This design comes from an exercise in tuning for small area, a short achievable clock period and few clock cycles per item on the open sky130 flow, not from production work.
The RTL was checked by simulation tests, not by an equivalence proof against the original design.
Power figures rest on the tool's default switching activity, not on a simulated workload.

lane 2:
## fir_wrapper
module fir_wrapper (
    input           wb_clk_i,
    input           wb_rst_i,
    input           wbs_stb_i,
    input           wbs_cyc_i,
    input           wbs_we_i,
    input   [3:0]   wbs_sel_i,
    input  [31:0]   wbs_dat_i,
    input  [31:0]   wbs_adr_i,
    output          wbs_ack_o,
    output [31:0]   wbs_dat_o
);
  wire req = wbs_stb_i & wbs_cyc_i;
  reg        ack_r, init_r, act;
  reg  [1:0] ph;
  reg  [3:0] icnt;
  assign wbs_ack_o = ack_r;
  wire p0 = (ph == 2'd0);
  wire p1 = (ph == 2'd1);
  wire p3 = (ph == 2'd3);
  wire a_x   =  wbs_we_i &  wbs_adr_i[7];                   
  wire a_y   = ~wbs_we_i &  wbs_adr_i[7];                   
  wire a_ctl =  wbs_we_i & ~wbs_adr_i[7] & ~wbs_adr_i[6];   
  wire a_any = ~wbs_adr_i[7] & (wbs_adr_i[6] | ~wbs_we_i);  
  wire a_go  = (a_x & p3) | ((a_y | a_ctl) & p1) | a_any;
  always @(posedge wb_clk_i or posedge wb_rst_i) begin
    if (wb_rst_i) begin
      ack_r <= 1'b0; init_r <= 1'b1; act <= 1'b0;
      ph <= 2'd0; icnt <= 4'd0;
    end else begin
      ph <= ph + 2'd1;
      ack_r <= req & ~ack_r & ~init_r & a_go;
      if (p3) begin
        act  <= init_r | (req & ~ack_r & a_x);
        if (init_r) icnt <= icnt + 4'd1;
        if (icnt == 4'd12) init_r <= 1'b0;
      end
    end
  end
  reg mask_r;
  always @(posedge wb_clk_i) mask_r <= wbs_adr_i[7];
  reg [10:0] cwe;
  integer i;
  always @(posedge wb_clk_i)
    for (i = 0; i < 11; i = i + 1)
  ...
Settings: LEC_CHECK=0, CAP_MARGIN=20, CORE_MARGIN=2, CORE_UTILIZATION=50, SETUP_SLACK_MARGIN=5, SLEW_MARGIN=20; clock period 10.0 ns.
run.sh (not shown) runs the stock make flow with config.mk's settings and CLKGATE_MAP_FILE= SYNTH_SCRIPT=/design/flow/synth_recipe.tcl, a recipe that flattens the netlist after the stock synthesis.
Testbench counts of lane 2, summed over its fixed seeds: cycles 5,120, items 1,280.
#### Input delta (lane 4 over lane 2)
Settings: swapping 5 for 6.3 in SETUP_SLACK_MARGIN.
==> flow/flow/run.sh (new file) <==
#!/bin/bash
set -e
cp standard.sh standard.sh.log
cp config.mk config.mk.orig.log
echo "export SETUP_SLACK_MARGIN = 6.3" >> config.mk
bash standard.sh > standard.log 2>&1
==> flow/standard.sh (new file) <==
#!/bin/bash
# synth_recipe.tcl (not shown) runs the flow's synth.tcl, then flattens the netlist and writes it again
# the make line also repeats each setting of config.mk as NAME=value (left out here)
make -C /OpenROAD-flow-scripts/flow DESIGN_CONFIG=/design/flow/config.mk WORK_HOME=/design/flow/orfs CLKGATE_MAP_FILE= SYNTH_SCRIPT=/design/flow/synth_recipe.tcl "${@:-finish}"
removed: flow/run.sh
--- outcome ---
As far as core outline area goes, lane 4 and lane 2 are indistinguishable; the numbers are identical. Clock power share, lane 4 and lane 2, lower one = lane 4. Max detailed-placement wirelength estimate across lane 4 and lane 2: lane 4. Lower fraction of area in registers goes to lane 4 over lane 2. Re count of cell types in the netlist: no difference whatsoever between lane 4 and lane 2. Total power: lane 4 higher than lane 2. Lane 4 vs lane 2, timing startpoint of the critical path: pr2[20] vs pr0[13]. Looking at share of total power in combinational logic, lane 4 sits 1.7 points above lane 2. Lane 4 vs. lane 2: worst-path maximum fanout shows a reduction of 1; number of vias in the routed layout shows an increase of 1.7%.


Setup of run a:
Another version of the RTL of fir_wrapper (not shown whole).
Size in the first run: ~4900 cells after synthesis, ~980 flip-flops.
==> flow/config.mk <==
export PLATFORM = sky130hd
export DESIGN_NAME = fir_wrapper
export DESIGN_NICKNAME = fir_wrapper
export VERILOG_FILES = /design/flow/design.v
export SDC_FILE = /design/flow/constraint.sdc
export NUM_CORES = 4
export LEC_CHECK = 0
export CAP_MARGIN = 20
export CORE_MARGIN = 2
export CORE_UTILIZATION = 50
export SLEW_MARGIN = 20
export SYNTH_HIERARCHICAL = 1
export SYNTH_MINIMUM_KEEP_SIZE = 0
export SETUP_SLACK_MARGIN = 6.5
==> flow/constraint.sdc <==
create_clock -name core_clock -period 10.0 [get_ports {wb_clk_i}]
set_input_delay 2.0000 -clock core_clock [delete_from_list [all_inputs] [get_ports {wb_clk_i}]]
set_output_delay 2.0000 -clock core_clock [all_outputs]
set_load 0.01 [all_outputs]
standard.sh (not shown) runs the stock make flow with config.mk's settings and CLKGATE_MAP_FILE= SYNTH_SCRIPT=/design/flow/synth_recipe.tcl, a recipe that flattens the netlist after the stock synthesis.
==> flow/flow/run.sh <==
#!/bin/bash
set -e
cp standard.sh standard.sh.log
cp config.mk config.mk.orig.log
echo "export SETUP_SLACK_MARGIN = 6.5" >> config.mk
bash standard.sh > standard.log 2>&1
Testbench counts of run a, summed over its fixed seeds: cycles 5,120, items 1,280.
[inputs] run b vs run a
Settings: a change of CORE_UTILIZATION from 50 to 60; an added CTS_CLUSTER_SIZE of 30.
[summary]
- In terms of register share of total power, run b and run a differ only marginally.
- Run b gives more worst supply voltage drop on vdd than run a did.
- Run b vs run a on global-route wire length before repair: run b is the lower one.
- Run b does better than run a on cell-internal power.
- The latest clock arrival within the worst-skew pair of run a and that of run b are within noise of each other.
- Compared with run a, run b improves core footprint.
- Max freq run a -> run b: improved
- When the final numbers for run a and run b were put side by side, the buffer count excluding the clock tree in the final layout turned out to be smaller in run a.
- Compared with run a, in run b clock-cell share of area ~0 delta; cell area lost about 0.4%; half-perimeter wire length after detailed placement saw an increase.


fir_wrapper, a different RTL version from the one above (not shown whole).
Size: roughly 4900 cells after synthesis, ~110 I/O pins, ~0.057 mm² of cells after synthesis.
clock: 10.0 ns
lec_check: 0
cap_margin: 20
core_margin: 2
core_utilization: 70
cts_cluster_diameter: 60
cts_cluster_size: 40
slew_margin: 20
synth_hierarchical: 1
synth_minimum_keep_size: 0
setup_slack_margin: 6.5
Scripts as last shown in full above: flow/flow/run.sh
Testbench counts at the start, summed over its fixed seeds: cycles 5,120, items 1,280.
Change:
--- a/flow/flow/run.sh
+++ b/flow/flow/run.sh
@@ -5 +5 @@
-echo "export SETUP_SLACK_MARGIN = 6.5" >> config.mk
+echo "export SETUP_SLACK_MARGIN = 6.55" >> config.mk
CORE_UTILIZATION = 65   (was 70)
CTS_CLUSTER_DIAMETER = unset   (was 60)
CTS_CLUSTER_SIZE = 30   (was 40)
SETUP_SLACK_MARGIN = 6.55   (was 6.5)
Count of clock-buffer cells in the layout came out higher by 36.
Final cell count came out higher by about 3%.
Routed wire length came out higher by 4.5%.
Clock power came out higher by about 22%.
Die area came out higher by 7.6%.
Power came out higher by about 3.7%.
Final area came out higher by about 2.7%.
Change:
--- a/flow/flow/run.sh
+++ b/flow/flow/run.sh
@@ -5 +5 @@
-echo "export SETUP_SLACK_MARGIN = 6.55" >> config.mk
+echo "export SETUP_SLACK_MARGIN = 6.5" >> config.mk
CORE_UTILIZATION = 70   (was 65)
SETUP_SLACK_MARGIN = 6.5   (was 6.55)
Effect:
- The new run went through all stages and came out clean
- critical path depth increases by 1
- non-clock buffer count decreases by 42
- core utilization increases by 4.0 points
- via count is about the same
- cell area decreases by a few percent
- global-route usage increases by 1.7 points
Change:
--- a/flow/flow/run.sh
+++ b/flow/flow/run.sh
@@ -6 +6 @@
-bash standard.sh > standard.log 2>&1
+bash standard.sh MATCH_CELL_FOOTPRINT=0 finish > standard.log 2>&1
CORE_UTILIZATION = 60   (was 70)
Result: The new run produced a clean layout. Final area increases slightly. Critical path depth does not change. Die area rose by about a fifth. Combinational power decreases slightly. Sequential power grows slightly. Clock-buffer cell count grows by 3. Sequential share of layout area fell by 0.39 points. Setup slack loses 0.013 ns. Global-route usage went down by 4.2 points. Synthesized cell count stays the same.

==> re-timing with driven ports <==
No port has a modelled driver above. Below, the same layouts with a new extraction and two added sets of constraints. Step 1 sets driving cells, clkbuf_16 on the clock port and buf_2 on the other inputs (assumed; they add their load-dependent delay and slew). Step 2 also shifts input and output timing later by t, the mid clock arrival at the registers, as if the neighbouring blocks saw the same clock. Three values: ideal ports, drivers, drivers and shift; two values: the first two.
| run | t (ns) | setup slack, ns | worst setup path after step 2 |
|---|---|---|---|
| lane 2 | 0.845 | 5.145 / 5.145 / 5.145 | register to register |
| lane 4 | 0.844 | 6.030 / 6.030 / 5.848 | input to register |
| run a | 0.786 | 6.383 / 6.334 / 5.878 | input to register |
| run b | 0.790 | 6.465 / 6.439 / 5.831 | input to register |
| the first run of note 3 | 0.742 | 6.408 / 6.341 / 5.996 | input to register |
| the second run of note 3 | 0.779 | 6.459 / 6.385 / 6.030 | input to register |
| the third run of note 3 | 0.770 | 6.418 / 6.345 / 6.000 | input to register |
| the fourth run of note 3 | 0.777 | 6.405 / 6.328 / 5.974 | input to register |
After both steps every run listed still meets setup and hold. For run b, which loses most, drivers alone change the setup slack by -0.026 ns; drivers and shift together by -0.634 ns.
